This is an optimization exercise on Yosys and OpenROAD, whose aim is small area, not a production implementation.
For this run, only the layout was checked, not whether the RTL still works.
Power figures rest on the tool's default switching activity, not on a simulated workload.

===== flow/design.v =====
`timescale 1ns/100ps
module PE(clk, rst, bias, co_prob, perturb_prob, parent_gene0, parent_gene1, child_gene);
input clk;
input rst;
input bias;
input [7:0] co_prob;
input [7:0] perturb_prob;
input [31:0] parent_gene0;
input [31:0] parent_gene1;
output [31:0] child_gene;
reg [7:0] st;
wire [7:0] st_next;
assign st_next[0] = st[0] ^ st[3] ^ st[4];
assign st_next[1] = st[2] ^ st[3] ^ st[4] ^ st[5] ^ st[7];
assign st_next[2] = ~(st[0] ^ st[2] ^ st[3] ^ st[6]);
assign st_next[3] = st[1] ^ st[2] ^ st[3] ^ st[4];
assign st_next[4] = st[0] ^ st[3] ^ st[4] ^ st[5];
assign st_next[5] = ~(st[2] ^ st[4] ^ st[5]);
assign st_next[6] = st[0] ^ st[7];
assign st_next[7] = ~(st[0] ^ st[3] ^ st[4] ^ st[7]);
always @(posedge clk, posedge rst)
begin
    if (rst)
        st <= 8'h0;
    else
        st <= st_next;
end
wire [7:0] s0;
assign s0[0] = st[7];
assign s0[1] = ~(st[0] ^ st[7]);
assign s0[2] = ~(st[6]);
assign s0[3] = ~(st[2] ^ st[4] ^ st[5]);
assign s0[4] = st[5];
assign s0[5] = st[0] ^ st[4];
assign s0[6] = st[1] ^ st[5] ^ st[7];
assign s0[7] = st[1] ^ st[3];
wire [7:0] s1;
assign s1[0] = ~(st[2] ^ st[5]);
assign s1[1] = ~(st[0] ^ st[1] ^ st[6]);
assign s1[2] = ~(st[0] ^ st[1] ^ st[2] ^ st[3] ^ st[5] ^ st[6]);
assign s1[3] = ~(st[0] ^ st[1] ^ st[2] ^ st[3] ^ st[7]);
assign s1[4] = st[0] ^ st[1] ^ st[3] ^ st[5];
assign s1[5] = st[0] ^ st[3] ^ st[5] ^ st[6] ^ st[7];
assign s1[6] = st[1] ^ st[2] ^ st[6] ^ st[7];
assign s1[7] = st[0] ^ st[2] ^ st[3] ^ st[4] ^ st[5] ^ st[6];
wire [7:0] s2;
assign s2[0] = ~(st[5] ^ st[7]);
assign s2[1] = st[4] ^ st[7];
assign s2[2] = st[1] ^ st[5] ^ st[6] ^ st[7];
assign s2[3] = st[1] ^ st[2] ^ st[3] ^ st[4] ^ st[5];
assign s2[4] = st[0] ^ st[3] ^ st[4];
assign s2[5] = st[0];
assign s2[6] = ~(st[0] ^ st[6] ^ st[7]);
assign s2[7] = ~(st[2] ^ st[4] ^ st[5] ^ st[6]);
wire [7:0] s3;
assign s3[0] = ~(st[6]);
assign s3[1] = ~(st[2] ^ st[4] ^ st[5]);
assign s3[2] = st[5];
assign s3[3] = st[0] ^ st[4];
assign s3[4] = st[1] ^ st[5] ^ st[7];
assign s3[5] = st[1] ^ st[3];
assign s3[6] = ~(st[0] ^ st[3] ^ st[4] ^ st[5]);
assign s3[7] = ~(st[4]);
wire [7:0] m0n;
assign m0n[0] = st[1] ^ st[2] ^ st[3] ^ st[4] ^ st[5];
assign m0n[1] = st[0] ^ st[3] ^ st[4];
assign m0n[2] = st[0];
assign m0n[3] = ~(st[0] ^ st[6] ^ st[7]);
assign m0n[4] = ~(st[2] ^ st[4] ^ st[5] ^ st[6]);
assign m0n[5] = st[2] ^ st[4];
assign m0n[6] = ~(st[0] ^ st[4] ^ st[5]);
assign m0n[7] = ~(st[0] ^ st[1] ^ st[4] ^ st[5] ^ st[7]);
wire [7:0] m1n;
assign m1n[0] = st[4] ^ st[6] ^ st[7];
assign m1n[1] = st[1] ^ st[2] ^ st[4] ^ st[6] ^ st[7];
assign m1n[2] = ~(st[1] ^ st[2] ^ st[3] ^ st[4]);
assign m1n[3] = ~(st[3]);
assign m1n[4] = ~(st[0] ^ st[1] ^ st[5] ^ st[7]);
assign m1n[5] = st[0] ^ st[1] ^ st[3] ^ st[6] ^ st[7];
assign m1n[6] = ~(st[0] ^ st[2] ^ st[3] ^ st[6]);
assign m1n[7] = st[2];
wire [7:0] m2n;
assign m2n[0] = ~(st[4] ^ st[5] ^ st[6] ^ st[7]);
assign m2n[1] = ~(st[0] ^ st[1] ^ st[2] ^ st[6] ^ st[7]);
assign m2n[2] = st[2] ^ st[3] ^ st[4] ^ st[5] ^ st[7];
assign m2n[3] = st[1];
assign m2n[4] = ~(st[1] ^ st[3] ^ st[4] ^ st[7]);
assign m2n[5] = st[0] ^ st[1] ^ st[3] ^ st[4] ^ st[6] ^ st[7];
assign m2n[6] = st[1] ^ st[2] ^ st[3] ^ st[5];
assign m2n[7] = ~(st[1] ^ st[3] ^ st[4] ^ st[5] ^ st[6]);
wire [7:0] m3n;
assign m3n[0] = ~(st[0] ^ st[2] ^ st[3] ^ st[4]);
assign m3n[1] = ~(st[0] ^ st[1] ^ st[4] ^ st[6]);
assign m3n[2] = st[2] ^ st[3];
assign m3n[3] = st[0] ^ st[4] ^ st[5] ^ st[6] ^ st[7];
assign m3n[4] = ~(st[1] ^ st[2]);
assign m3n[5] = st[3] ^ st[6] ^ st[7];
assign m3n[6] = ~(st[1] ^ st[2] ^ st[4]);
assign m3n[7] = ~(st[0] ^ st[1] ^ st[3] ^ st[5] ^ st[7]);
wire [31:0] s_all = {s3, s2, s1, s0};
wire [31:0] m_all = {m3n, m2n, m1n, m0n};
reg [3:0] csel;
reg [31:0] child_n;
integer i;
always @(posedge clk)
begin
    for (i = 0; i < 4; i = i + 1) begin
        if (rst)
            csel[i] <= 1'b0;
        else
            csel[i] <= (co_prob > s_all[8*i +: 8]) ^ bias;
        child_n[8*i +: 8] <= ~((perturb_prob > s_all[8*i +: 8]) ? m_all[8*i +: 8] :
                               csel[i] ? parent_gene1[8*i +: 8] : parent_gene0[8*i +: 8]);
    end
end
assign child_gene = ~child_n;
endmodule

===== flow/flow/run.sh =====
#!/bin/bash
# Own layout flow for the PE.
#
# 1. the standard synthesis (standard.sh synth), unchanged.
# 2. Its netlist is replaced by flow/netlist.v, a hand-mapped netlist of the
#    same RTL (generated by gen/gen.py) that keeps exactly the standard
#    synthesis's registers: same instance names and cell types (checked
#    here by check_regs.py; the flow stops if they differ).
# 3. the standard layout (standard.sh finish) from that netlist, with:
#    - every input and output port buffered by a sky130 buf_1
#      (buffer_ports otherwise picks clkdlybuf4s50_1, which is larger);
#    - clock tree synthesis with small clock buffers and no dummy loads.
# Each tool's output goes to a log file of its own in this folder.
set -euo pipefail
export BUFFER_PORTS_ARGS="-buffer_cell sky130_fd_sc_hd__buf_1"
export CTS_ARGS="-sink_clustering_enable -repair_clock_nets -dont_use_dummy_load -buf_list {sky130_fd_sc_hd__clkbuf_4 sky130_fd_sc_hd__clkbuf_8}"
R=orfs/results/${FLOW_PLATFORM}/PE/base
bash standard.sh synth > make_synth.log 2>&1
cp $R/1_2_yosys.v standard_synth.v
python3 flow/check_regs.py standard_synth.v flow/netlist.v > check_regs.log 2>&1 || { cat check_regs.log; exit 1; }
cp flow/netlist.v $R/1_2_yosys.v
rm -f $R/1_synth.odb
bash standard.sh finish > make_finish.log 2>&1

===== flow/flow/check_regs.py =====
#!/usr/bin/env python3
"""check_regs.py STANDARD.v MINE.v: both netlists must hold the same flip-flops
(instance name and cell type)."""
import re, sys
def regs(path):
    txt = open(path).read()
    out = {}
    for m in re.finditer(r'(sky130_fd_sc_hd__(?:df|sdf|edf|dl)\w+)\s+(\\\S+|\w+)\s*\(', txt):
        out[m.group(2)] = m.group(1)
    return out
a, b = regs(sys.argv[1]), regs(sys.argv[2])
if a != b:
    for k in sorted(set(a) | set(b)):
        if a.get(k) != b.get(k):
            print('register mismatch:', k, a.get(k), b.get(k))
    sys.exit(1)
print('registers match:', len(a))

===== flow/flow/netlist.v =====
module PE(clk, rst, bias, co_prob, perturb_prob, parent_gene0, parent_gene1, child_gene);
  input clk;
  input rst;
  input bias;
  input [7:0] co_prob;
  input [7:0] perturb_prob;
  input [31:0] parent_gene0;
  input [31:0] parent_gene1;
  output [31:0] child_gene;
  wire \child_n[0] ;
  wire \child_n[10] ;
  wire \child_n[11] ;
  wire \child_n[12] ;
  wire \child_n[13] ;
  wire \child_n[14] ;
  wire \child_n[15] ;
  wire \child_n[16] ;
  wire \child_n[17] ;
  wire \child_n[18] ;
  wire \child_n[19] ;
  wire \child_n[1] ;
  wire \child_n[20] ;
  wire \child_n[21] ;
  wire \child_n[22] ;
  wire \child_n[23] ;
  wire \child_n[24] ;
  wire \child_n[25] ;
  wire \child_n[26] ;
  wire \child_n[27] ;
  wire \child_n[28] ;
  wire \child_n[29] ;
  wire \child_n[2] ;
  wire \child_n[30] ;
  wire \child_n[31] ;
  wire \child_n[3] ;
  wire \child_n[4] ;
  wire \child_n[5] ;
  wire \child_n[6] ;
  wire \child_n[7] ;
  wire \child_n[8] ;
  wire \child_n[9] ;
  wire \csel[0] ;
  wire \csel[1] ;
  wire \csel[2] ;
  wire \csel[3] ;
  wire \st[0] ;
  wire \st[0]_n ;
  wire \st[1] ;
  wire \st[2] ;
  wire \st[3] ;
  wire \st[3]_n ;
  wire \st[4] ;
  wire \st[5] ;
  wire \st[5]_n ;
  wire \st[6] ;
  wire \st[6]_n ;
  wire \st[7] ;
  wire cd_0;
  wire cd_1;
  wire cd_2;
  wire cd_3;
  wire cn_d0;
  wire cn_d1;
  wire cn_d10;
  wire cn_d11;
  wire cn_d12;
  wire cn_d13;
  wire cn_d14;
  wire cn_d15;
  wire cn_d16;
  wire cn_d17;
  wire cn_d18;
  wire cn_d19;
  wire cn_d2;
  wire cn_d20;
  wire cn_d21;
  wire cn_d22;
  wire cn_d23;
  wire cn_d24;
  wire cn_d25;
  wire cn_d26;
  wire cn_d27;
  wire cn_d28;
  wire cn_d29;
  wire cn_d3;
  wire cn_d30;
  wire cn_d31;
  wire cn_d4;
  wire cn_d5;
  wire cn_d6;
  wire cn_d7;
  wire cn_d8;
  wire cn_d9;
  wire co0_n;
  wire cx_0;
  wire cx_1;
  wire cx_2;
  wire cx_3;
  wire gt_c_S0_1;
  wire gt_c_S0_2;
  wire gt_c_S0_3;
  wire gt_c_S0_4;
  wire gt_c_S0_5;
  wire gt_c_S0_6;
  wire gt_c_S0_7;
  wire gt_c_S0_8;
  wire gt_c_S1_1;
  wire gt_c_S1_2;
  wire gt_c_S1_3;
  wire gt_c_S1_4;
  wire gt_c_S1_5;
  wire gt_c_S1_6;
  wire gt_c_S1_7;
  wire gt_c_S1_8;
  wire gt_c_S2_1;
  wire gt_c_S2_2;
  wire gt_c_S2_3;
  wire gt_c_S2_4;
  wire gt_c_S2_5;
  wire gt_c_S2_6;
  wire gt_c_S2_7;
  wire gt_c_S2_8;
  wire gt_c_S3_1;
  wire gt_c_S3_2;
  wire gt_c_S3_3;
  wire gt_c_S3_4;
  wire gt_c_S3_5;
  wire gt_c_S3_6;
  wire gt_c_S3_7;
  wire gt_c_S3_8;
  wire gt_p_S0_1;
  wire gt_p_S0_2;
  wire gt_p_S0_3;
  wire gt_p_S0_4;
  wire gt_p_S0_5;
  wire gt_p_S0_6;
  wire gt_p_S0_7;
  wire gt_p_S0_8;
  wire gt_p_S1_1;
  wire gt_p_S1_2;
  wire gt_p_S1_3;
  wire gt_p_S1_4;
  wire gt_p_S1_5;
  wire gt_p_S1_6;
  wire gt_p_S1_7;
  wire gt_p_S1_8;
  wire gt_p_S2_1;
  wire gt_p_S2_2;
  wire gt_p_S2_3;
  wire gt_p_S2_4;
  wire gt_p_S2_5;
  wire gt_p_S2_6;
  wire gt_p_S2_7;
  wire gt_p_S2_8;
  wire gt_p_S3_1;
  wire gt_p_S3_2;
  wire gt_p_S3_3;
  wire gt_p_S3_4;
  wire gt_p_S3_5;
  wire gt_p_S3_6;
  wire gt_p_S3_7;
  wire gt_p_S3_8;
  wire pp0_n;
  wire rst_n;
  wire sel0_0;
  wire sel0_1;
  wire sel0_2;
  wire sel0_3;
  wire sel1_0;
  wire sel1_1;
  wire sel1_2;
  wire sel1_3;
  wire x_01;
  wire x_02;
  wire x_04;
  wire x_07;
  wire x_08;
  wire x_0e;
  wire x_10;
  wire x_12;
  wire x_24;
  wire x_26;
  wire x_29;
  wire x_2f;
  wire x_35;
  wire x_35_n;
  wire x_38;
  wire x_38_n;
  wire x_41;
  wire x_48;
  wire x_59;
  wire x_5e;
  wire x_62;
  wire x_67;
  wire x_69;
  wire x_6a;
  wire x_6a_n;
  wire x_6f;
  wire x_70;
  wire x_77;
  wire x_7b;
  wire x_84;
  wire x_87;
  wire x_8e;
  wire x_90;
  wire x_93;
  wire x_a4;
  wire x_a4_n;
  wire x_a7;
  wire x_ab;
  wire x_b2;
  wire x_b3;
  wire x_ba;
  wire x_bc;
  wire x_c4;
  wire x_c9;
  wire x_c9_n;
  wire x_ce;
  wire x_d4;
  wire x_da;
  wire x_de;
  wire x_e0;
  wire x_e3;
  wire x_e3_n;
  wire x_f6;
  sky130_fd_sc_hd__inv_1 g1 (.A(rst), .Y(rst_n));
  sky130_fd_sc_hd__dfrtp_1 \st[0]$_DFF_PP0_  (.CLK(clk), .D(x_35_n), .RESET_B(rst_n), .Q(\st[0] ));
  sky130_fd_sc_hd__dfrtp_1 \st[1]$_DFF_PP0_  (.CLK(clk), .D(x_ab), .RESET_B(rst_n), .Q(\st[1] ));
  sky130_fd_sc_hd__dfrtp_1 \st[2]$_DFF_PP0_  (.CLK(clk), .D(x_84), .RESET_B(rst_n), .Q(\st[2] ));
  sky130_fd_sc_hd__dfrtp_1 \st[3]$_DFF_PP0_  (.CLK(clk), .D(x_38), .RESET_B(rst_n), .Q(\st[3] ));
  sky130_fd_sc_hd__dfrtp_1 \st[4]$_DFF_PP0_  (.CLK(clk), .D(x_67), .RESET_B(rst_n), .Q(\st[4] ));
  sky130_fd_sc_hd__dfrtp_1 \st[5]$_DFF_PP0_  (.CLK(clk), .D(x_a4_n), .RESET_B(rst_n), .Q(\st[5] ));
  sky130_fd_sc_hd__dfrtp_1 \st[6]$_DFF_PP0_  (.CLK(clk), .D(x_8e), .RESET_B(rst_n), .Q(\st[6] ));
  sky130_fd_sc_hd__dfrtp_1 \st[7]$_DFF_PP0_  (.CLK(clk), .D(x_26), .RESET_B(rst_n), .Q(\st[7] ));
  sky130_fd_sc_hd__xnor2_1 g2 (.A(\st[2] ), .B(\st[5] ), .Y(x_10));
  sky130_fd_sc_hd__xnor2_1 g3 (.A(\st[2] ), .B(\st[1] ), .Y(x_90));
  sky130_fd_sc_hd__xor2_1 g4 (.A(\st[3] ), .B(\st[2] ), .X(x_5e));
  sky130_fd_sc_hd__xor2_1 g5 (.A(\st[2] ), .B(\st[4] ), .X(x_f6));
  sky130_fd_sc_hd__xnor2_1 g6 (.A(\st[7] ), .B(\st[4] ), .Y(x_a7));
  sky130_fd_sc_hd__xnor2_1 g7 (.A(\st[7] ), .B(\st[5] ), .Y(x_41));
  sky130_fd_sc_hd__xnor2_1 g8 (.A(\st[3] ), .B(\st[1] ), .Y(x_ce));
  sky130_fd_sc_hd__xnor2_1 g9 (.A(\st[0] ), .B(\st[4] ), .Y(x_29));
  sky130_fd_sc_hd__xor2_1 g10 (.A(\st[7] ), .B(\st[0] ), .X(x_8e));
  sky130_fd_sc_hd__xor2_1 g11 (.A(x_90), .B(\st[4] ), .X(x_24));
  sky130_fd_sc_hd__xor2_1 g12 (.A(x_29), .B(x_5e), .X(x_77));
  sky130_fd_sc_hd__xor2_1 g13 (.A(x_29), .B(\st[5] ), .X(x_7b));
  sky130_fd_sc_hd__xor2_1 g14 (.A(\st[6] ), .B(x_8e), .X(x_c9));
  sky130_fd_sc_hd__xor2_1 g15 (.A(\st[3] ), .B(x_29), .X(x_35));
  sky130_fd_sc_hd__xor2_1 g16 (.A(x_41), .B(\st[1] ), .X(x_93));
  sky130_fd_sc_hd__xnor2_1 g17 (.A(x_10), .B(\st[4] ), .Y(x_a4));
  sky130_fd_sc_hd__xor2_1 g18 (.A(x_10), .B(x_ce), .X(x_de));
  sky130_fd_sc_hd__xnor2_1 g19 (.A(x_a7), .B(x_ce), .Y(x_69));
  sky130_fd_sc_hd__xnor2_1 g20 (.A(x_ce), .B(x_f6), .Y(x_38));
  sky130_fd_sc_hd__xnor2_1 g21 (.A(\st[6] ), .B(x_a7), .Y(x_e0));
  sky130_fd_sc_hd__xnor2_1 g22 (.A(x_69), .B(x_7b), .Y(x_12));
  sky130_fd_sc_hd__xnor2_1 g23 (.A(x_29), .B(x_93), .Y(x_ba));
  sky130_fd_sc_hd__xor2_1 g24 (.A(\st[6] ), .B(x_a4), .X(x_e3));
  sky130_fd_sc_hd__xnor2_1 g25 (.A(x_38), .B(\st[5] ), .Y(x_6a));
  sky130_fd_sc_hd__xor2_1 g26 (.A(\st[6] ), .B(x_93), .X(x_d4));
  sky130_fd_sc_hd__xor2_1 g27 (.A(x_10), .B(x_77), .X(x_67));
  sky130_fd_sc_hd__xnor2_1 g28 (.A(x_38), .B(x_93), .Y(x_ab));
  sky130_fd_sc_hd__xor2_1 g29 (.A(x_90), .B(x_c9), .X(x_59));
  sky130_fd_sc_hd__xnor2_1 g30 (.A(\st[5] ), .B(x_e0), .Y(x_b2));
  sky130_fd_sc_hd__xnor2_1 g31 (.A(x_c9), .B(x_ce), .Y(x_07));
  sky130_fd_sc_hd__xor2_1 g32 (.A(x_93), .B(\st[0] ), .X(x_0e));
  sky130_fd_sc_hd__xnor2_1 g33 (.A(x_90), .B(x_e0), .Y(x_70));
  sky130_fd_sc_hd__xor2_1 g34 (.A(x_24), .B(x_e0), .X(x_c4));
  sky130_fd_sc_hd__xor2_1 g35 (.A(\st[7] ), .B(x_35), .X(x_26));
  sky130_fd_sc_hd__xor2_1 g36 (.A(x_12), .B(\st[7] ), .X(x_01));
  sky130_fd_sc_hd__xor2_1 g37 (.A(x_10), .B(x_12), .X(x_02));
  sky130_fd_sc_hd__xor2_1 g38 (.A(x_38), .B(x_70), .X(x_48));
  sky130_fd_sc_hd__xnor2_1 g39 (.A(\st[0] ), .B(x_b2), .Y(x_2f));
  sky130_fd_sc_hd__xnor2_1 g40 (.A(x_0e), .B(x_b2), .Y(x_bc));
  sky130_fd_sc_hd__xor2_1 g41 (.A(x_ab), .B(x_c4), .X(x_6f));
  sky130_fd_sc_hd__xor2_1 g42 (.A(x_07), .B(\st[4] ), .X(x_b3));
  sky130_fd_sc_hd__xnor2_1 g43 (.A(x_67), .B(x_e3), .Y(x_84));
  sky130_fd_sc_hd__xor2_1 g44 (.A(x_12), .B(x_70), .X(x_62));
  sky130_fd_sc_hd__xnor2_1 g45 (.A(x_35), .B(x_b2), .Y(x_87));
  sky130_fd_sc_hd__xnor2_1 g46 (.A(\st[6] ), .B(\st[0] ), .Y(x_da));
  sky130_fd_sc_hd__xnor2_1 g47 (.A(x_da), .B(x_de), .Y(x_04));
  sky130_fd_sc_hd__xnor2_1 g48 (.A(\st[1] ), .B(x_da), .Y(x_08));
  sky130_fd_sc_hd__inv_1 g49 (.A(\st[3] ), .Y(\st[3]_n ));
  sky130_fd_sc_hd__inv_1 g50 (.A(x_35), .Y(x_35_n));
  sky130_fd_sc_hd__inv_1 g51 (.A(x_38), .Y(x_38_n));
  sky130_fd_sc_hd__inv_1 g52 (.A(\st[6] ), .Y(\st[6]_n ));
  sky130_fd_sc_hd__inv_1 g53 (.A(\st[5] ), .Y(\st[5]_n ));
  sky130_fd_sc_hd__inv_1 g54 (.A(x_6a), .Y(x_6a_n));
  sky130_fd_sc_hd__inv_1 g55 (.A(\st[0] ), .Y(\st[0]_n ));
  sky130_fd_sc_hd__inv_1 g56 (.A(x_a4), .Y(x_a4_n));
  sky130_fd_sc_hd__inv_1 g57 (.A(x_c9), .Y(x_c9_n));
  sky130_fd_sc_hd__inv_1 g58 (.A(x_e3), .Y(x_e3_n));
  sky130_fd_sc_hd__inv_1 g59 (.A(co_prob[0]), .Y(co0_n));
  sky130_fd_sc_hd__inv_1 g60 (.A(perturb_prob[0]), .Y(pp0_n));
  sky130_fd_sc_hd__nor2_1 g61 (.A(co0_n), .B(\st[7] ), .Y(gt_c_S0_1));
  sky130_fd_sc_hd__maj3_1 g62 (.A(co_prob[1]), .B(x_8e), .C(gt_c_S0_1), .X(gt_c_S0_2));
  sky130_fd_sc_hd__maj3_1 g63 (.A(co_prob[2]), .B(\st[6] ), .C(gt_c_S0_2), .X(gt_c_S0_3));
  sky130_fd_sc_hd__maj3_1 g64 (.A(co_prob[3]), .B(x_a4), .C(gt_c_S0_3), .X(gt_c_S0_4));
  sky130_fd_sc_hd__maj3_1 g65 (.A(co_prob[4]), .B(\st[5]_n ), .C(gt_c_S0_4), .X(gt_c_S0_5));
  sky130_fd_sc_hd__maj3_1 g66 (.A(co_prob[5]), .B(x_29), .C(gt_c_S0_5), .X(gt_c_S0_6));
  sky130_fd_sc_hd__maj3_1 g67 (.A(co_prob[6]), .B(x_93), .C(gt_c_S0_6), .X(gt_c_S0_7));
  sky130_fd_sc_hd__maj3_1 g68 (.A(co_prob[7]), .B(x_ce), .C(gt_c_S0_7), .X(gt_c_S0_8));
  sky130_fd_sc_hd__nor2_1 g69 (.A(pp0_n), .B(\st[7] ), .Y(gt_p_S0_1));
  sky130_fd_sc_hd__maj3_1 g70 (.A(perturb_prob[1]), .B(x_8e), .C(gt_p_S0_1), .X(gt_p_S0_2));
  sky130_fd_sc_hd__maj3_1 g71 (.A(perturb_prob[2]), .B(\st[6] ), .C(gt_p_S0_2), .X(gt_p_S0_3));
  sky130_fd_sc_hd__maj3_1 g72 (.A(perturb_prob[3]), .B(x_a4), .C(gt_p_S0_3), .X(gt_p_S0_4));
  sky130_fd_sc_hd__maj3_1 g73 (.A(perturb_prob[4]), .B(\st[5]_n ), .C(gt_p_S0_4), .X(gt_p_S0_5));
  sky130_fd_sc_hd__maj3_1 g74 (.A(perturb_prob[5]), .B(x_29), .C(gt_p_S0_5), .X(gt_p_S0_6));
  sky130_fd_sc_hd__maj3_1 g75 (.A(perturb_prob[6]), .B(x_93), .C(gt_p_S0_6), .X(gt_p_S0_7));
  sky130_fd_sc_hd__maj3_1 g76 (.A(perturb_prob[7]), .B(x_ce), .C(gt_p_S0_7), .X(gt_p_S0_8));
  sky130_fd_sc_hd__xnor2_1 g77 (.A(gt_c_S0_8), .B(bias), .Y(cx_0));
  sky130_fd_sc_hd__nor2_1 g78 (.A(rst), .B(cx_0), .Y(cd_0));
  sky130_fd_sc_hd__dfxtp_1 \csel[0]$_SDFF_PP0_  (.CLK(clk), .D(cd_0), .Q(\csel[0] ));
  sky130_fd_sc_hd__nor2_1 g79 (.A(gt_p_S0_8), .B(\csel[0] ), .Y(sel0_0));
  sky130_fd_sc_hd__nor2b_1 g80 (.A(gt_p_S0_8), .B_N(\csel[0] ), .Y(sel1_0));
  sky130_fd_sc_hd__a222oi_1 g81 (.A1(sel0_0), .A2(parent_gene0[0]), .B1(sel1_0), .B2(parent_gene1[0]), .C1(gt_p_S0_8), .C2(x_6a_n), .Y(cn_d0));
  sky130_fd_sc_hd__dfxtp_1 \child_n[0]$_DFF_P_  (.CLK(clk), .D(cn_d0), .Q(\child_n[0] ));
  sky130_fd_sc_hd__inv_1 g82 (.A(\child_n[0] ), .Y(child_gene[0]));
  sky130_fd_sc_hd__a222oi_1 g83 (.A1(sel0_0), .A2(parent_gene0[1]), .B1(sel1_0), .B2(parent_gene1[1]), .C1(gt_p_S0_8), .C2(x_35_n), .Y(cn_d1));
  sky130_fd_sc_hd__dfxtp_1 \child_n[1]$_DFF_P_  (.CLK(clk), .D(cn_d1), .Q(\child_n[1] ));
  sky130_fd_sc_hd__inv_1 g84 (.A(\child_n[1] ), .Y(child_gene[1]));
  sky130_fd_sc_hd__a222oi_1 g85 (.A1(sel0_0), .A2(parent_gene0[2]), .B1(sel1_0), .B2(parent_gene1[2]), .C1(gt_p_S0_8), .C2(\st[0] ), .Y(cn_d2));
  sky130_fd_sc_hd__dfxtp_1 \child_n[2]$_DFF_P_  (.CLK(clk), .D(cn_d2), .Q(\child_n[2] ));
  sky130_fd_sc_hd__inv_1 g86 (.A(\child_n[2] ), .Y(child_gene[2]));
  sky130_fd_sc_hd__a222oi_1 g87 (.A1(sel0_0), .A2(parent_gene0[3]), .B1(sel1_0), .B2(parent_gene1[3]), .C1(gt_p_S0_8), .C2(x_c9_n), .Y(cn_d3));
  sky130_fd_sc_hd__dfxtp_1 \child_n[3]$_DFF_P_  (.CLK(clk), .D(cn_d3), .Q(\child_n[3] ));
  sky130_fd_sc_hd__inv_1 g88 (.A(\child_n[3] ), .Y(child_gene[3]));
  sky130_fd_sc_hd__a222oi_1 g89 (.A1(sel0_0), .A2(parent_gene0[4]), .B1(sel1_0), .B2(parent_gene1[4]), .C1(gt_p_S0_8), .C2(x_e3_n), .Y(cn_d4));
  sky130_fd_sc_hd__dfxtp_1 \child_n[4]$_DFF_P_  (.CLK(clk), .D(cn_d4), .Q(\child_n[4] ));
  sky130_fd_sc_hd__inv_1 g90 (.A(\child_n[4] ), .Y(child_gene[4]));
  sky130_fd_sc_hd__a222oi_1 g91 (.A1(sel0_0), .A2(parent_gene0[5]), .B1(sel1_0), .B2(parent_gene1[5]), .C1(gt_p_S0_8), .C2(x_f6), .Y(cn_d5));
  sky130_fd_sc_hd__dfxtp_1 \child_n[5]$_DFF_P_  (.CLK(clk), .D(cn_d5), .Q(\child_n[5] ));
  sky130_fd_sc_hd__inv_1 g92 (.A(\child_n[5] ), .Y(child_gene[5]));
  sky130_fd_sc_hd__a222oi_1 g93 (.A1(sel0_0), .A2(parent_gene0[6]), .B1(sel1_0), .B2(parent_gene1[6]), .C1(gt_p_S0_8), .C2(x_7b), .Y(cn_d6));
  sky130_fd_sc_hd__dfxtp_1 \child_n[6]$_DFF_P_  (.CLK(clk), .D(cn_d6), .Q(\child_n[6] ));
  sky130_fd_sc_hd__inv_1 g94 (.A(\child_n[6] ), .Y(child_gene[6]));
  sky130_fd_sc_hd__a222oi_1 g95 (.A1(sel0_0), .A2(parent_gene0[7]), .B1(sel1_0), .B2(parent_gene1[7]), .C1(gt_p_S0_8), .C2(x_ba), .Y(cn_d7));
  sky130_fd_sc_hd__dfxtp_1 \child_n[7]$_DFF_P_  (.CLK(clk), .D(cn_d7), .Q(\child_n[7] ));
  sky130_fd_sc_hd__inv_1 g96 (.A(\child_n[7] ), .Y(child_gene[7]));
  sky130_fd_sc_hd__nor2_1 g97 (.A(co0_n), .B(x_10), .Y(gt_c_S1_1));
  sky130_fd_sc_hd__maj3_1 g98 (.A(co_prob[1]), .B(x_08), .C(gt_c_S1_1), .X(gt_c_S1_2));
  sky130_fd_sc_hd__maj3_1 g99 (.A(co_prob[2]), .B(x_04), .C(gt_c_S1_2), .X(gt_c_S1_3));
  sky130_fd_sc_hd__maj3_1 g100 (.A(co_prob[3]), .B(x_02), .C(gt_c_S1_3), .X(gt_c_S1_4));
  sky130_fd_sc_hd__maj3_1 g101 (.A(co_prob[4]), .B(x_01), .C(gt_c_S1_4), .X(gt_c_S1_5));
  sky130_fd_sc_hd__maj3_1 g102 (.A(co_prob[5]), .B(x_87), .C(gt_c_S1_5), .X(gt_c_S1_6));
  sky130_fd_sc_hd__maj3_1 g103 (.A(co_prob[6]), .B(x_c4), .C(gt_c_S1_6), .X(gt_c_S1_7));
  sky130_fd_sc_hd__maj3_1 g104 (.A(co_prob[7]), .B(x_62), .C(gt_c_S1_7), .X(gt_c_S1_8));
  sky130_fd_sc_hd__nor2_1 g105 (.A(pp0_n), .B(x_10), .Y(gt_p_S1_1));
  sky130_fd_sc_hd__maj3_1 g106 (.A(perturb_prob[1]), .B(x_08), .C(gt_p_S1_1), .X(gt_p_S1_2));
  sky130_fd_sc_hd__maj3_1 g107 (.A(perturb_prob[2]), .B(x_04), .C(gt_p_S1_2), .X(gt_p_S1_3));
  sky130_fd_sc_hd__maj3_1 g108 (.A(perturb_prob[3]), .B(x_02), .C(gt_p_S1_3), .X(gt_p_S1_4));
  sky130_fd_sc_hd__maj3_1 g109 (.A(perturb_prob[4]), .B(x_01), .C(gt_p_S1_4), .X(gt_p_S1_5));
  sky130_fd_sc_hd__maj3_1 g110 (.A(perturb_prob[5]), .B(x_87), .C(gt_p_S1_5), .X(gt_p_S1_6));
  sky130_fd_sc_hd__maj3_1 g111 (.A(perturb_prob[6]), .B(x_c4), .C(gt_p_S1_6), .X(gt_p_S1_7));
  sky130_fd_sc_hd__maj3_1 g112 (.A(perturb_prob[7]), .B(x_62), .C(gt_p_S1_7), .X(gt_p_S1_8));
  sky130_fd_sc_hd__xnor2_1 g113 (.A(gt_c_S1_8), .B(bias), .Y(cx_1));
  sky130_fd_sc_hd__nor2_1 g114 (.A(rst), .B(cx_1), .Y(cd_1));
  sky130_fd_sc_hd__dfxtp_1 \csel[1]$_SDFF_PP0_  (.CLK(clk), .D(cd_1), .Q(\csel[1] ));
  sky130_fd_sc_hd__nor2_1 g115 (.A(gt_p_S1_8), .B(\csel[1] ), .Y(sel0_1));
  sky130_fd_sc_hd__nor2b_1 g116 (.A(gt_p_S1_8), .B_N(\csel[1] ), .Y(sel1_1));
  sky130_fd_sc_hd__a222oi_1 g117 (.A1(sel0_1), .A2(parent_gene0[8]), .B1(sel1_1), .B2(parent_gene1[8]), .C1(gt_p_S1_8), .C2(x_e0), .Y(cn_d8));
  sky130_fd_sc_hd__dfxtp_1 \child_n[8]$_DFF_P_  (.CLK(clk), .D(cn_d8), .Q(\child_n[8] ));
  sky130_fd_sc_hd__inv_1 g118 (.A(\child_n[8] ), .Y(child_gene[8]));
  sky130_fd_sc_hd__a222oi_1 g119 (.A1(sel0_1), .A2(parent_gene0[9]), .B1(sel1_1), .B2(parent_gene1[9]), .C1(gt_p_S1_8), .C2(x_70), .Y(cn_d9));
  sky130_fd_sc_hd__dfxtp_1 \child_n[9]$_DFF_P_  (.CLK(clk), .D(cn_d9), .Q(\child_n[9] ));
  sky130_fd_sc_hd__inv_1 g120 (.A(\child_n[9] ), .Y(child_gene[9]));
  sky130_fd_sc_hd__a222oi_1 g121 (.A1(sel0_1), .A2(parent_gene0[10]), .B1(sel1_1), .B2(parent_gene1[10]), .C1(gt_p_S1_8), .C2(x_38_n), .Y(cn_d10));
  sky130_fd_sc_hd__dfxtp_1 \child_n[10]$_DFF_P_  (.CLK(clk), .D(cn_d10), .Q(\child_n[10] ));
  sky130_fd_sc_hd__inv_1 g122 (.A(\child_n[10] ), .Y(child_gene[10]));
  sky130_fd_sc_hd__a222oi_1 g123 (.A1(sel0_1), .A2(parent_gene0[11]), .B1(sel1_1), .B2(parent_gene1[11]), .C1(gt_p_S1_8), .C2(\st[3]_n ), .Y(cn_d11));
  sky130_fd_sc_hd__dfxtp_1 \child_n[11]$_DFF_P_  (.CLK(clk), .D(cn_d11), .Q(\child_n[11] ));
  sky130_fd_sc_hd__inv_1 g124 (.A(\child_n[11] ), .Y(child_gene[11]));
  sky130_fd_sc_hd__a222oi_1 g125 (.A1(sel0_1), .A2(parent_gene0[12]), .B1(sel1_1), .B2(parent_gene1[12]), .C1(gt_p_S1_8), .C2(x_0e), .Y(cn_d12));
  sky130_fd_sc_hd__dfxtp_1 \child_n[12]$_DFF_P_  (.CLK(clk), .D(cn_d12), .Q(\child_n[12] ));
  sky130_fd_sc_hd__inv_1 g126 (.A(\child_n[12] ), .Y(child_gene[12]));
  sky130_fd_sc_hd__a222oi_1 g127 (.A1(sel0_1), .A2(parent_gene0[13]), .B1(sel1_1), .B2(parent_gene1[13]), .C1(gt_p_S1_8), .C2(x_07), .Y(cn_d13));
  sky130_fd_sc_hd__dfxtp_1 \child_n[13]$_DFF_P_  (.CLK(clk), .D(cn_d13), .Q(\child_n[13] ));
  sky130_fd_sc_hd__inv_1 g128 (.A(\child_n[13] ), .Y(child_gene[13]));
  sky130_fd_sc_hd__a222oi_1 g129 (.A1(sel0_1), .A2(parent_gene0[14]), .B1(sel1_1), .B2(parent_gene1[14]), .C1(gt_p_S1_8), .C2(x_84), .Y(cn_d14));
  sky130_fd_sc_hd__dfxtp_1 \child_n[14]$_DFF_P_  (.CLK(clk), .D(cn_d14), .Q(\child_n[14] ));
  sky130_fd_sc_hd__inv_1 g130 (.A(\child_n[14] ), .Y(child_gene[14]));
  sky130_fd_sc_hd__a222oi_1 g131 (.A1(sel0_1), .A2(parent_gene0[15]), .B1(sel1_1), .B2(parent_gene1[15]), .C1(gt_p_S1_8), .C2(\st[2] ), .Y(cn_d15));
  sky130_fd_sc_hd__dfxtp_1 \child_n[15]$_DFF_P_  (.CLK(clk), .D(cn_d15), .Q(\child_n[15] ));
  sky130_fd_sc_hd__inv_1 g132 (.A(\child_n[15] ), .Y(child_gene[15]));
  sky130_fd_sc_hd__nor2_1 g133 (.A(co0_n), .B(x_41), .Y(gt_c_S2_1));
  sky130_fd_sc_hd__maj3_1 g134 (.A(co_prob[1]), .B(x_a7), .C(gt_c_S2_1), .X(gt_c_S2_2));
  sky130_fd_sc_hd__maj3_1 g135 (.A(co_prob[2]), .B(x_d4), .C(gt_c_S2_2), .X(gt_c_S2_3));
  sky130_fd_sc_hd__maj3_1 g136 (.A(co_prob[3]), .B(x_6a), .C(gt_c_S2_3), .X(gt_c_S2_4));
  sky130_fd_sc_hd__maj3_1 g137 (.A(co_prob[4]), .B(x_35), .C(gt_c_S2_4), .X(gt_c_S2_5));
  sky130_fd_sc_hd__maj3_1 g138 (.A(co_prob[5]), .B(\st[0]_n ), .C(gt_c_S2_5), .X(gt_c_S2_6));
  sky130_fd_sc_hd__maj3_1 g139 (.A(co_prob[6]), .B(x_c9), .C(gt_c_S2_6), .X(gt_c_S2_7));
  sky130_fd_sc_hd__maj3_1 g140 (.A(co_prob[7]), .B(x_e3), .C(gt_c_S2_7), .X(gt_c_S2_8));
  sky130_fd_sc_hd__nor2_1 g141 (.A(pp0_n), .B(x_41), .Y(gt_p_S2_1));
  sky130_fd_sc_hd__maj3_1 g142 (.A(perturb_prob[1]), .B(x_a7), .C(gt_p_S2_1), .X(gt_p_S2_2));
  sky130_fd_sc_hd__maj3_1 g143 (.A(perturb_prob[2]), .B(x_d4), .C(gt_p_S2_2), .X(gt_p_S2_3));
  sky130_fd_sc_hd__maj3_1 g144 (.A(perturb_prob[3]), .B(x_6a), .C(gt_p_S2_3), .X(gt_p_S2_4));
  sky130_fd_sc_hd__maj3_1 g145 (.A(perturb_prob[4]), .B(x_35), .C(gt_p_S2_4), .X(gt_p_S2_5));
  sky130_fd_sc_hd__maj3_1 g146 (.A(perturb_prob[5]), .B(\st[0]_n ), .C(gt_p_S2_5), .X(gt_p_S2_6));
  sky130_fd_sc_hd__maj3_1 g147 (.A(perturb_prob[6]), .B(x_c9), .C(gt_p_S2_6), .X(gt_p_S2_7));
  sky130_fd_sc_hd__maj3_1 g148 (.A(perturb_prob[7]), .B(x_e3), .C(gt_p_S2_7), .X(gt_p_S2_8));
  sky130_fd_sc_hd__xnor2_1 g149 (.A(gt_c_S2_8), .B(bias), .Y(cx_2));
  sky130_fd_sc_hd__nor2_1 g150 (.A(rst), .B(cx_2), .Y(cd_2));
  sky130_fd_sc_hd__dfxtp_1 \csel[2]$_SDFF_PP0_  (.CLK(clk), .D(cd_2), .Q(\csel[2] ));
  sky130_fd_sc_hd__nor2_1 g151 (.A(gt_p_S2_8), .B(\csel[2] ), .Y(sel0_2));
  sky130_fd_sc_hd__nor2b_1 g152 (.A(gt_p_S2_8), .B_N(\csel[2] ), .Y(sel1_2));
  sky130_fd_sc_hd__a222oi_1 g153 (.A1(sel0_2), .A2(parent_gene0[16]), .B1(sel1_2), .B2(parent_gene1[16]), .C1(gt_p_S2_8), .C2(x_b2), .Y(cn_d16));
  sky130_fd_sc_hd__dfxtp_1 \child_n[16]$_DFF_P_  (.CLK(clk), .D(cn_d16), .Q(\child_n[16] ));
  sky130_fd_sc_hd__inv_1 g154 (.A(\child_n[16] ), .Y(child_gene[16]));
  sky130_fd_sc_hd__a222oi_1 g155 (.A1(sel0_2), .A2(parent_gene0[17]), .B1(sel1_2), .B2(parent_gene1[17]), .C1(gt_p_S2_8), .C2(x_59), .Y(cn_d17));
  sky130_fd_sc_hd__dfxtp_1 \child_n[17]$_DFF_P_  (.CLK(clk), .D(cn_d17), .Q(\child_n[17] ));
  sky130_fd_sc_hd__inv_1 g156 (.A(\child_n[17] ), .Y(child_gene[17]));
  sky130_fd_sc_hd__a222oi_1 g157 (.A1(sel0_2), .A2(parent_gene0[18]), .B1(sel1_2), .B2(parent_gene1[18]), .C1(gt_p_S2_8), .C2(x_ab), .Y(cn_d18));
  sky130_fd_sc_hd__dfxtp_1 \child_n[18]$_DFF_P_  (.CLK(clk), .D(cn_d18), .Q(\child_n[18] ));
  sky130_fd_sc_hd__inv_1 g158 (.A(\child_n[18] ), .Y(child_gene[18]));
  sky130_fd_sc_hd__a222oi_1 g159 (.A1(sel0_2), .A2(parent_gene0[19]), .B1(sel1_2), .B2(parent_gene1[19]), .C1(gt_p_S2_8), .C2(\st[1] ), .Y(cn_d19));
  sky130_fd_sc_hd__dfxtp_1 \child_n[19]$_DFF_P_  (.CLK(clk), .D(cn_d19), .Q(\child_n[19] ));
  sky130_fd_sc_hd__inv_1 g160 (.A(\child_n[19] ), .Y(child_gene[19]));
  sky130_fd_sc_hd__a222oi_1 g161 (.A1(sel0_2), .A2(parent_gene0[20]), .B1(sel1_2), .B2(parent_gene1[20]), .C1(gt_p_S2_8), .C2(x_69), .Y(cn_d20));
  sky130_fd_sc_hd__dfxtp_1 \child_n[20]$_DFF_P_  (.CLK(clk), .D(cn_d20), .Q(\child_n[20] ));
  sky130_fd_sc_hd__inv_1 g162 (.A(\child_n[20] ), .Y(child_gene[20]));
  sky130_fd_sc_hd__a222oi_1 g163 (.A1(sel0_2), .A2(parent_gene0[21]), .B1(sel1_2), .B2(parent_gene1[21]), .C1(gt_p_S2_8), .C2(x_b3), .Y(cn_d21));
  sky130_fd_sc_hd__dfxtp_1 \child_n[21]$_DFF_P_  (.CLK(clk), .D(cn_d21), .Q(\child_n[21] ));
  sky130_fd_sc_hd__inv_1 g164 (.A(\child_n[21] ), .Y(child_gene[21]));
  sky130_fd_sc_hd__a222oi_1 g165 (.A1(sel0_2), .A2(parent_gene0[22]), .B1(sel1_2), .B2(parent_gene1[22]), .C1(gt_p_S2_8), .C2(x_de), .Y(cn_d22));
  sky130_fd_sc_hd__dfxtp_1 \child_n[22]$_DFF_P_  (.CLK(clk), .D(cn_d22), .Q(\child_n[22] ));
  sky130_fd_sc_hd__inv_1 g166 (.A(\child_n[22] ), .Y(child_gene[22]));
  sky130_fd_sc_hd__a222oi_1 g167 (.A1(sel0_2), .A2(parent_gene0[23]), .B1(sel1_2), .B2(parent_gene1[23]), .C1(gt_p_S2_8), .C2(x_6f), .Y(cn_d23));
  sky130_fd_sc_hd__dfxtp_1 \child_n[23]$_DFF_P_  (.CLK(clk), .D(cn_d23), .Q(\child_n[23] ));
  sky130_fd_sc_hd__inv_1 g168 (.A(\child_n[23] ), .Y(child_gene[23]));
  sky130_fd_sc_hd__nor2_1 g169 (.A(co0_n), .B(\st[6]_n ), .Y(gt_c_S3_1));
  sky130_fd_sc_hd__maj3_1 g170 (.A(co_prob[1]), .B(x_a4), .C(gt_c_S3_1), .X(gt_c_S3_2));
  sky130_fd_sc_hd__maj3_1 g171 (.A(co_prob[2]), .B(\st[5]_n ), .C(gt_c_S3_2), .X(gt_c_S3_3));
  sky130_fd_sc_hd__maj3_1 g172 (.A(co_prob[3]), .B(x_29), .C(gt_c_S3_3), .X(gt_c_S3_4));
  sky130_fd_sc_hd__maj3_1 g173 (.A(co_prob[4]), .B(x_93), .C(gt_c_S3_4), .X(gt_c_S3_5));
  sky130_fd_sc_hd__maj3_1 g174 (.A(co_prob[5]), .B(x_ce), .C(gt_c_S3_5), .X(gt_c_S3_6));
  sky130_fd_sc_hd__maj3_1 g175 (.A(co_prob[6]), .B(x_67), .C(gt_c_S3_6), .X(gt_c_S3_7));
  sky130_fd_sc_hd__maj3_1 g176 (.A(co_prob[7]), .B(\st[4] ), .C(gt_c_S3_7), .X(gt_c_S3_8));
  sky130_fd_sc_hd__nor2_1 g177 (.A(pp0_n), .B(\st[6]_n ), .Y(gt_p_S3_1));
  sky130_fd_sc_hd__maj3_1 g178 (.A(perturb_prob[1]), .B(x_a4), .C(gt_p_S3_1), .X(gt_p_S3_2));
  sky130_fd_sc_hd__maj3_1 g179 (.A(perturb_prob[2]), .B(\st[5]_n ), .C(gt_p_S3_2), .X(gt_p_S3_3));
  sky130_fd_sc_hd__maj3_1 g180 (.A(perturb_prob[3]), .B(x_29), .C(gt_p_S3_3), .X(gt_p_S3_4));
  sky130_fd_sc_hd__maj3_1 g181 (.A(perturb_prob[4]), .B(x_93), .C(gt_p_S3_4), .X(gt_p_S3_5));
  sky130_fd_sc_hd__maj3_1 g182 (.A(perturb_prob[5]), .B(x_ce), .C(gt_p_S3_5), .X(gt_p_S3_6));
  sky130_fd_sc_hd__maj3_1 g183 (.A(perturb_prob[6]), .B(x_67), .C(gt_p_S3_6), .X(gt_p_S3_7));
  sky130_fd_sc_hd__maj3_1 g184 (.A(perturb_prob[7]), .B(\st[4] ), .C(gt_p_S3_7), .X(gt_p_S3_8));
  sky130_fd_sc_hd__xnor2_1 g185 (.A(gt_c_S3_8), .B(bias), .Y(cx_3));
  sky130_fd_sc_hd__nor2_1 g186 (.A(rst), .B(cx_3), .Y(cd_3));
  sky130_fd_sc_hd__dfxtp_1 \csel[3]$_SDFF_PP0_  (.CLK(clk), .D(cd_3), .Q(\csel[3] ));
  sky130_fd_sc_hd__nor2_1 g187 (.A(gt_p_S3_8), .B(\csel[3] ), .Y(sel0_3));
  sky130_fd_sc_hd__nor2b_1 g188 (.A(gt_p_S3_8), .B_N(\csel[3] ), .Y(sel1_3));
  sky130_fd_sc_hd__a222oi_1 g189 (.A1(sel0_3), .A2(parent_gene0[24]), .B1(sel1_3), .B2(parent_gene1[24]), .C1(gt_p_S3_8), .C2(x_77), .Y(cn_d24));
  sky130_fd_sc_hd__dfxtp_1 \child_n[24]$_DFF_P_  (.CLK(clk), .D(cn_d24), .Q(\child_n[24] ));
  sky130_fd_sc_hd__inv_1 g190 (.A(\child_n[24] ), .Y(child_gene[24]));
  sky130_fd_sc_hd__a222oi_1 g191 (.A1(sel0_3), .A2(parent_gene0[25]), .B1(sel1_3), .B2(parent_gene1[25]), .C1(gt_p_S3_8), .C2(x_bc), .Y(cn_d25));
  sky130_fd_sc_hd__dfxtp_1 \child_n[25]$_DFF_P_  (.CLK(clk), .D(cn_d25), .Q(\child_n[25] ));
  sky130_fd_sc_hd__inv_1 g192 (.A(\child_n[25] ), .Y(child_gene[25]));
  sky130_fd_sc_hd__a222oi_1 g193 (.A1(sel0_3), .A2(parent_gene0[26]), .B1(sel1_3), .B2(parent_gene1[26]), .C1(gt_p_S3_8), .C2(x_5e), .Y(cn_d26));
  sky130_fd_sc_hd__dfxtp_1 \child_n[26]$_DFF_P_  (.CLK(clk), .D(cn_d26), .Q(\child_n[26] ));
  sky130_fd_sc_hd__inv_1 g194 (.A(\child_n[26] ), .Y(child_gene[26]));
  sky130_fd_sc_hd__a222oi_1 g195 (.A1(sel0_3), .A2(parent_gene0[27]), .B1(sel1_3), .B2(parent_gene1[27]), .C1(gt_p_S3_8), .C2(x_2f), .Y(cn_d27));
  sky130_fd_sc_hd__dfxtp_1 \child_n[27]$_DFF_P_  (.CLK(clk), .D(cn_d27), .Q(\child_n[27] ));
  sky130_fd_sc_hd__inv_1 g196 (.A(\child_n[27] ), .Y(child_gene[27]));
  sky130_fd_sc_hd__a222oi_1 g197 (.A1(sel0_3), .A2(parent_gene0[28]), .B1(sel1_3), .B2(parent_gene1[28]), .C1(gt_p_S3_8), .C2(x_90), .Y(cn_d28));
  sky130_fd_sc_hd__dfxtp_1 \child_n[28]$_DFF_P_  (.CLK(clk), .D(cn_d28), .Q(\child_n[28] ));
  sky130_fd_sc_hd__inv_1 g198 (.A(\child_n[28] ), .Y(child_gene[28]));
  sky130_fd_sc_hd__a222oi_1 g199 (.A1(sel0_3), .A2(parent_gene0[29]), .B1(sel1_3), .B2(parent_gene1[29]), .C1(gt_p_S3_8), .C2(x_48), .Y(cn_d29));
  sky130_fd_sc_hd__dfxtp_1 \child_n[29]$_DFF_P_  (.CLK(clk), .D(cn_d29), .Q(\child_n[29] ));
  sky130_fd_sc_hd__inv_1 g200 (.A(\child_n[29] ), .Y(child_gene[29]));
  sky130_fd_sc_hd__a222oi_1 g201 (.A1(sel0_3), .A2(parent_gene0[30]), .B1(sel1_3), .B2(parent_gene1[30]), .C1(gt_p_S3_8), .C2(x_24), .Y(cn_d30));
  sky130_fd_sc_hd__dfxtp_1 \child_n[30]$_DFF_P_  (.CLK(clk), .D(cn_d30), .Q(\child_n[30] ));
  sky130_fd_sc_hd__inv_1 g202 (.A(\child_n[30] ), .Y(child_gene[30]));
  sky130_fd_sc_hd__a222oi_1 g203 (.A1(sel0_3), .A2(parent_gene0[31]), .B1(sel1_3), .B2(parent_gene1[31]), .C1(gt_p_S3_8), .C2(x_12), .Y(cn_d31));
  sky130_fd_sc_hd__dfxtp_1 \child_n[31]$_DFF_P_  (.CLK(clk), .D(cn_d31), .Q(\child_n[31] ));
  sky130_fd_sc_hd__inv_1 g204 (.A(\child_n[31] ), .Y(child_gene[31]));
endmodule

===== flow/standard.sh =====
#!/bin/bash
# synth_recipe.tcl (not shown) runs the flow's synth.tcl, then flattens the netlist and writes it again
# the make line also repeats each setting of config.mk as NAME=value (left out here)
make -C /OpenROAD-flow-scripts/flow DESIGN_CONFIG=/design/flow/config.mk WORK_HOME=/design/flow/orfs CLKGATE_MAP_FILE= SYNTH_SCRIPT=/design/flow/synth_recipe.tcl "${@:-finish}"

===== flow/config.mk =====
export PLATFORM = sky130hd
export DESIGN_NAME = PE
export DESIGN_NICKNAME = PE
export VERILOG_FILES = /design/flow/design.v
export SDC_FILE = /design/flow/constraint.sdc
export NUM_CORES = 4
export LEC_CHECK = 0
export CAP_MARGIN = 0
export CORE_MARGIN = 2
export CORE_UTILIZATION = 55
export GPL_TIMING_DRIVEN = 0
export SLEW_MARGIN = 0

===== flow/constraint.sdc =====
create_clock -name core_clock -period 5.0 [get_ports {clk}]
set_input_delay 1.0000 -clock core_clock [delete_from_list [all_inputs] [get_ports {clk}]]
set_output_delay 1.0000 -clock core_clock [all_outputs]
set_load 0.01 [all_outputs]

==> summary.md <==
| Metric | Value |
|---|---|
| Max Cap Violations | 0 |
| Core Box Area | 4354 um2 |
| Final count of negative-setup-slack endpoints | 0 |
| Number of nets with antenna violations after routing | 0 |
| Synthesized netlist net count | 331 |
| Yosys warnings | 1 |
| Drt drc | 0 |
| Top fanout value on the critical path | 10 |
| Die extent in x | 71.45 um |
| Hold crit path type | flop to flop |
| Clock root buffer master | clkbuf_8 |
| Leakage Power | 0.001233 uW |
| HPWL after DPL | 4884 um |
| Max Freq | 209.2 MHz |
| Via count | 2325 |
| Post-synthesis instance total | 248 |
| Area growth, synth to finish | 23.95% |
| Outcome | complete, no violations |
| Final cell count without fillers | 419 |
| First-pass GRT wire length | 9984 um |
| Cell count after placement | 414 |
| Violation count after the first detailed-routing iteration | 215 |
| Net switching fraction of the power | 25.55% |
| Maximum number of pins on one net before global-route repair | 16 |
| Aggregate negative setup slack | 0 ps |
| Final net count | 452 |
| Die Span Y | 71.45 um |
| Skew-Pair Late Insertion Delay | 300 ps |
| WS Path Type | flop to flop |
| Final count of pins violating max slew | 0 |
| TritonCTS clock tree | built |
| Average wire length per cell after detail routing | 14.92 um |
| Quantity of I/O buffers inserted on ports | 114 |
| Switching power | 182.4 uW |
| Combinational share of power | 19.4% |
| Number of buffers on the longest clock path | 2 |
| Worst vdd rail ir drop | 0.0001322 V |
| Number of global-route vias before repair | 2089 |
| Setup clock skew after layout | 23.52 ps |
| Remaining max-slew budget at the tightest pin | 53.82% |
| Diode insertion count for antenna repair | 0 |
| Routability Congestion | 0.8924 |
| Die Footprint | 5105 um2 |
| Layout cell share with drive strength beyond 1 | 2.725% |
| Slew at the pin closest to its max-slew limit | 687.7 ps |
| Number of primary I/O pins | 115 |
| Hold-critical path depth | 2 |
| Register-to-Register Path Depth | 11 |
| Endpoint arrival time on the critical path | 4910 ps |
| Hold Fails Final Rpt | 0 |
| CTS sink count | 44 |
| Worst EP required | 5130 ps |
| First-pass detailed-route iteration total | 11 |
| Overall overflow remaining after global route | 0 |
| Final routed wirelength across all metal layers | 6253 um |
| Min Tclk post-route | 4780 ps |
| Reg power frac | 53.6% |
| Starting Density | 57.47% |
| Fin crit share | 95.59% |
| Clock-pin transition on the worst setup and hold timing paths | 90 ps |
| Category of the worst setup path capture point | flop |
| Antenna violations before repair | 0 |
| Cell Area, Synth | 2502 um2 |
| TritonCTS Buffers | 5 |
| Startpoint type of the worst setup path | flop |
| Synthesized area divided by synthesized cell count | 10.09 um2 |
| Total global-route track usage | 24.76% |
| Hold bufs inserted after CTS | 0 |
| PD cells | 230.1 nW/um2 |
| Cell-internal power | 531.3 uW |
| Number of setup buffers added after CTS | 0 |
| Number of cell rows | 24 |
| CTS H-Tree Depth | 2 |
| Via/cell ratio | 5.549 |
| Fraction of power consumed by the clock network | 27.0% |
==> power by group through the flow <==
stage	Clock, uW	Combinational, uW	Sequential, uW
6_report	193	138	383
5_1_grt	212	154	385
4_1_cts	198	138	383
3_5_place_dp	0	138	391
3_3_place_gp	0	136	390
2_1_floorplan	0	82.8	389
==> per-layer routing <==
layer / vias up / wire length [um] / GRT usage [%]
li1: 1129 / - / -
met1: 1076 / 2743 / 33.57
met2: 116 / 2971 / 41.56
met3: 4 / 514 / 4.641
met4: 0 / 23 / 5.031
met5: - / 0 / 0
==> final cells by class <==
class / count / area [um2]
multi-input combinational: 159 / 1450
tap: 52 / 65.06
sequential: 44 / 920.9
inverter: 45 / 168.9
clock buffer: 5 / 68.82
timing repair buffer: 114 / 427.9
fill: 353 / 1252
==> path summary, 6_finish.rpt <==
check,from,end,slack (ps)
max,st[2],child_n[26],220
min,st[3],child_n[11],680
max reg2reg,st[2],child_n[26],220
min reg2reg,st[3],child_n[11],680
max in group asynchronous,rst,st[1],4040
min in group asynchronous,rst,st[4],690
==> flip-flops by register name (all words and copies together) (netlist names) <==
register,count
csel,4
child_n,32
st,8
==> stage by stage <==
| stage | setup slack (ps) | total power [uW] | hold WS (ps) | util, % | area (um2) |
|---|---|---|---|---|---|
| final | 220.3 | 713.7 | 681.4 | 71.24 | 3102 |
| after global routing | -11.30 | 750.8 | 690.1 | 71.24 | 3102 |
| after CTS | 72.19 | 719.0 | 672.8 | 70.89 | 3087 |
| after detailed placement | -163.5 | 528.6 | 637.9 | 68.79 | 2995 |
| after global placement | -42.76 | 526.6 | 631.1 | 68.79 | 2995 |
| after floorplan | 609.9 | 471.9 | 564.8 | - | 2502 |
==> worst max-delay path: stages (launching register included) <==
cell and delay (ps):
dfrtp_1 500, xnor2_2 460, xnor2_1 300, maj3_1 390, maj3_1 360, maj3_1 360
maj3_1 360, maj3_1 370, maj3_1 360, maj3_1 490, nor2b_1 470, a222oi_1 170
==> cells in the final DEF (no fill, tap or decap), types with 5 or more instances in the layout <==
cell type	instances
a222oi_1	32
buf_1	114
clkbuf_8	5
dfrtp_1	8
dfxtp_1	36
inv_1	45
maj3_1	56
nor2_1	16
xnor2_1	24
xor2_1	22
==> what timing repair did <==
| action | CTS | global route |
|---|---|---|
| gates resized for setup | 3 | 2 |
| cloned | 0 | 0 |
| endpoints found under the setup margin | 16 | 16 |

## port drivers added, routing unchanged
How much do the figures lean on ideal ports? The routed layout below was timed once more, with nothing changed but the port constraints.
Step 1: set_driving_cell puts a clkbuf_16 on clk and a buf_2 on each other input, an assumption about the parent block.
Step 2 also shifts input and output timing later by t, the mid clock arrival at the registers, as if the neighbouring blocks saw the same clock.
Three values: ideal ports, drivers, drivers and shift; two values: the first two.
t (ns): 0.309
setup slack, ns: 0.220 / 0.220 / 0.215
hold WS [ns]: 0.681 / 0.681 / 0.681
latest minus earliest clock arrival (ns): 0.024 / 0.024
cell pins on the clock port's net: 1
After both steps this run still meets setup and hold. For this run, drivers alone change the setup slack by 0.000 ns; drivers and shift together by -0.005 ns.
